This is an optimization exercise on Yosys and OpenROAD, whose aim is small area, a short achievable clock period and few clock cycles, not a production implementation.
In this exercise RTL edits were held to simulation tests only and were not proved equivalent to the original.
Power is estimated from default activity; no workload was simulated.

==> flow/design.v (excerpt) <==
module top (
    input clk,
    output [31:0] InstructionAddress,
    input [31:0] InstructionData,
    output [31:0] DataAddress,
    output [31:0] WriteData,
    input [31:0] ReadData,
    output oe,
    output we,
    input rst
);
For scale: about 5900 cells after synthesis, ~160 I/O pins, about 69000 um2 of cells after synthesis.
Settings: LEC_CHECK=0, CAP_MARGIN=20, CORE_MARGIN=2, CORE_UTILIZATION=45, CTS_CLUSTER_DIAMETER=100, CTS_CLUSTER_SIZE=20, PLACE_DENSITY=0.5, SETUP_SLACK_MARGIN=5.0, SLEW_MARGIN=20, TNS_END_PERCENT=10; clock period 9.0 ns.
standard.sh (not shown) runs the stock make flow with config.mk's settings and CLKGATE_MAP_FILE= SYNTH_SCRIPT=/design/flow/synth_recipe.tcl, a recipe that flattens the netlist after the stock synthesis.
==> flow/flow/run.sh <==
#!/bin/bash
# The standard layout (standard.sh), with the input and output port buffers
# made of sky130_fd_sc_hd__buf_4 rather than the cell buffer_ports picks by
# default (a slow delay cell). Every port is still buffered.
export BUFFER_PORTS_ARGS="-buffer_cell sky130_fd_sc_hd__buf_4"
bash standard.sh > standard.log 2>&1
Testbench counts at the start, summed over its fixed seeds: cycles 68,480.
Edit:
--- a/flow/design.v
+++ b/flow/design.v
@@ -8,22 +8,21 @@
     input [31:0] ReadData,
     output oe,
     output we,
     input rst
 );
   reg  [31:2] pc;   
   reg  [31:2] pcD;   
   reg         pT;   
   reg  [31:0] ir;
   reg         vD;
-  reg  [30:0] selA, selB;   
-  integer u;
+  reg  [ 4:0] irB;   
   reg hAE, hAM, hAW, hBE, hBM, hBW;   
   reg  [31:0] eA, eB, eS;
   reg  [ 3:0] eFn;
   reg         eSub;
   reg         eBr, eBeq, ePT;   
   reg  [ 4:0] eSh;   
   reg         eWen, eLd, eSt;
   reg  [ 4:0] eRc;
   reg  [31:0] mY, mS;
   reg         mWen, mLd, mSt;
@@ -49,54 +48,54 @@
   wire o5 = ~op[5] & ~isHalt;   
   wire isLd = o5 & (op[2:0] == 3'b000);
   wire isSt = o5 & (op[2:0] == 3'b001);
   wire isJmp = o5 & (op[2:0] == 3'b011);
   wire isBeq = o5 & (op[2:0] == 3'b101);
   wire isBne = o5 & (op[2:0] == 3'b110);
   wire isLdr = o5 & (op[2:0] == 3'b111);
   wire isIll = ~isHalt & ~isAlu & ~isLd & ~isSt & ~isJmp & ~isBeq & ~isBne & ~isLdr;
   wire isBr = isBeq | isBne;
   wire link = isJmp | isBr | isIll;
-  wire [4:0] rbx = isSt ? rc : rb;
+  wire [4:0] rbx = irB;
   wire useA = ~isLdr;
   wire useB = isAluR | isSt;
   wire [31:0] aluY;
   wire [31:0] wd = wLd ? ReadData : wY;
-  function automatic [31:0] rfread(input [30:0] sel, input [991:0] regs);
+  function automatic [31:0] rfread(input [4:0] r, input [991:0] regs, input [30:0] v);
     integer i;
     begin
       rfread = 32'b0;
-      for (i = 0; i < 31; i = i + 1) rfread = rfread | (regs[i*32+:32] & {32{sel[i]}});
+      for (i = 0; i < 31; i = i + 1) rfread = rfread | (regs[i*32+:32] & {32{(r == i) & v[i]}});
     end
   endfunction
   wire eHitA = hAE;
   wire eHitB = hBE;
   wire mHitA = hAM;
   wire mHitB = hBM;
   wire wHitA = hAW;
   wire wHitB = hBW;
-  wire [31:0] rdA0 = mHitA ? mY : (wHitA ? wd : rfread(selA, rf));
-  wire [31:0] rdB0 = mHitB ? mY : (wHitB ? wd : rfread(selB, rf));
+  wire [31:0] rdA0 = mHitA ? mY : (wHitA ? wd : rfread(ra, rf, rfv));
+  wire [31:0] rdB0 = mHitB ? mY : (wHitB ? wd : rfread(rbx, rf, rfv));
   wire [31:0] rdA = eHitA ? aluY : rdA0;
   wire [31:0] rdB = eHitB ? aluY : rdB0;
   wire ldHaz = ((eLd & eHitA) | (mLd & mHitA)) & useA | ((eLd & eHitB) | (mLd & mHitB)) & useB;
   wire stall = vD & (isHalt | ldHaz | ((isBr | isJmp) & wHitA & wLd));
   wire mZ = (mY == 32'b0);
   wire eRedir = eBr & ((eBeq ? mZ : ~mZ) ^ ePT);
   wire go = vD & ~stall & ~eRedir;
   wire defer = isBr & eHitA;
   reg [30:0] rfz;   
   reg zRF;
   integer q;
   always @* begin
     zRF = 1'b1;
-    for (q = 0; q < 31; q = q + 1) if (selA[q] && !rfz[q]) zRF = 1'b0;
+    for (q = 0; q < 31; q = q + 1) if (ra == q && rfv[q] && !rfz[q]) zRF = 1'b0;
   end
   wire wZ = (wY == 32'b0);
   wire zW = wLd ? (ReadData == 32'b0) : wZ;
   wire z = mHitA ? mZ : (wHitA ? wZ : zRF);   
   wire [31:2] brT = pcD + sxt[29:0];
   wire [5:0] fop = InstructionData[31:26];
   wire fo5 = ~fop[5] & (fop != 6'b0);
   wire fBeq = fo5 & (fop[2:0] == 3'b101);
   wire fBne = fo5 & (fop[2:0] == 3'b110);
   wire fRa31 = (InstructionData[20:16] == 5'd31);
@@ -121,44 +120,36 @@
     end else if (eRedir) begin
       pc <= eS[31:2];
       vD <= 1'b0;
     end else if (!stall) begin
       pc <= z ? pcZ : pcNZ;
       vD <= z ? ~rdZ : ~rdNZ;
       pT <= fPred;
     end
     if (!stall) ir <= InstructionData;
     if (!stall) pcD <= pcInc;
-    for (u = 0; u < 31; u = u + 1) begin
-      selA[u] <= (nra == u) & rfvN[u];
-      selB[u] <= (nrb == u) & rfvN[u];
-    end
+    if (!stall) irB <= nrb;
     if (rst) begin
       {hAE, hAM, hAW, hBE, hBM, hBW} <= 6'b0;
     end else begin
       hAE <= eWenN & (eRcN == nra);
       hAM <= eWen & (eRc == nra);
       hAW <= mWen & (mRc == nra);
       hBE <= eWenN & (eRcN == nrb);
       hBM <= eWen & (eRc == nrb);
       hBW <= mWen & (mRc == nrb);
     end
   end
   wire [31:0] id = InstructionData;
   wire idSt = ~id[31] & (id[28:26] == 3'b001);
   wire [4:0] nra = stall ? ra : id[20:16];
-  wire [4:0] nrb = stall ? rbx : (idSt ? id[25:21] : id[15:11]);
-  reg [30:0] rfvN;
-  integer n;
-  always @* begin
-    for (n = 0; n < 31; n = n + 1) rfvN[n] = ~rst & (rfv[n] | (wWen && wRc == n));
-  end
+  wire [4:0] nrb = stall ? irB : (idSt ? id[25:21] : id[15:11]);
   wire sub = isAlu & ((op[3:0] == 4'b0001) | (op[3:2] == 2'b01));
   wire [31:0] imm = link ? 32'b0 : (isLdr ? {sxt[29:0], 2'b00} : sxt);
   wire [31:0] bsel0 = isAluR ? rdB0 : imm;
   wire bFwd = eHitB & isAluR;   
   wire aFwd = eHitA & ~(isLdr | link);
   wire [31:0] aluYx = sub ? ~aluY : aluY;
   wire [4:0] eRcN = isIll ? 5'd30 : rc;
   wire eWenN = go & ~isSt & (eRcN != 5'd31);
   always @(posedge clk) begin
     if (rst) begin
The changed run finished clean.
Utilization increases by 0.43 points.
Worst hold slack gets worse by 0.019 ns.
Final area increases slightly.
Routed wire length increases by a few percent.
Synthesized area went down slightly.
Die area came out lower slightly.
Synthesized cell count came out higher by a few percent.
Power came out lower by a few percent.
Fmax barely changes.
Testbench counts after the change, summed over its fixed seeds: cycles 68,480.

[afterwards: timing with drivers on the ports]
No port has a modelled driver above. Below, the same layouts with a new extraction and two added sets of constraints. Step 1 (the two cells are an assumption about what drives the block):
set clk [get_ports {clk}]
set_driving_cell -lib_cell sky130_fd_sc_hd__clkbuf_16 $clk
set_driving_cell -lib_cell sky130_fd_sc_hd__buf_2 [delete_from_list [all_inputs] $clk]
Step 2 also shifts input and output timing later by t, the mid clock arrival at the registers, as if the neighbouring blocks saw the same clock. Three values: ideal, step 1, step 2; two values: the first two.
run	t (ns)	setup WS [ns]	worst setup path after step 2	worst register clock-pin slew, ns	cell pins on the clock port's net
the first run	0.817	4.834 / 4.834 / 4.255	input to register	0.10 / 0.10	1
the second run	0.803	4.823 / 4.823 / 4.194	input to register	0.10 / 0.10	1
After both steps every run listed still meets setup and hold. The setup slack of the second run, which loses most, moves by 0.000 ns with the drivers and by -0.629 ns with both steps.
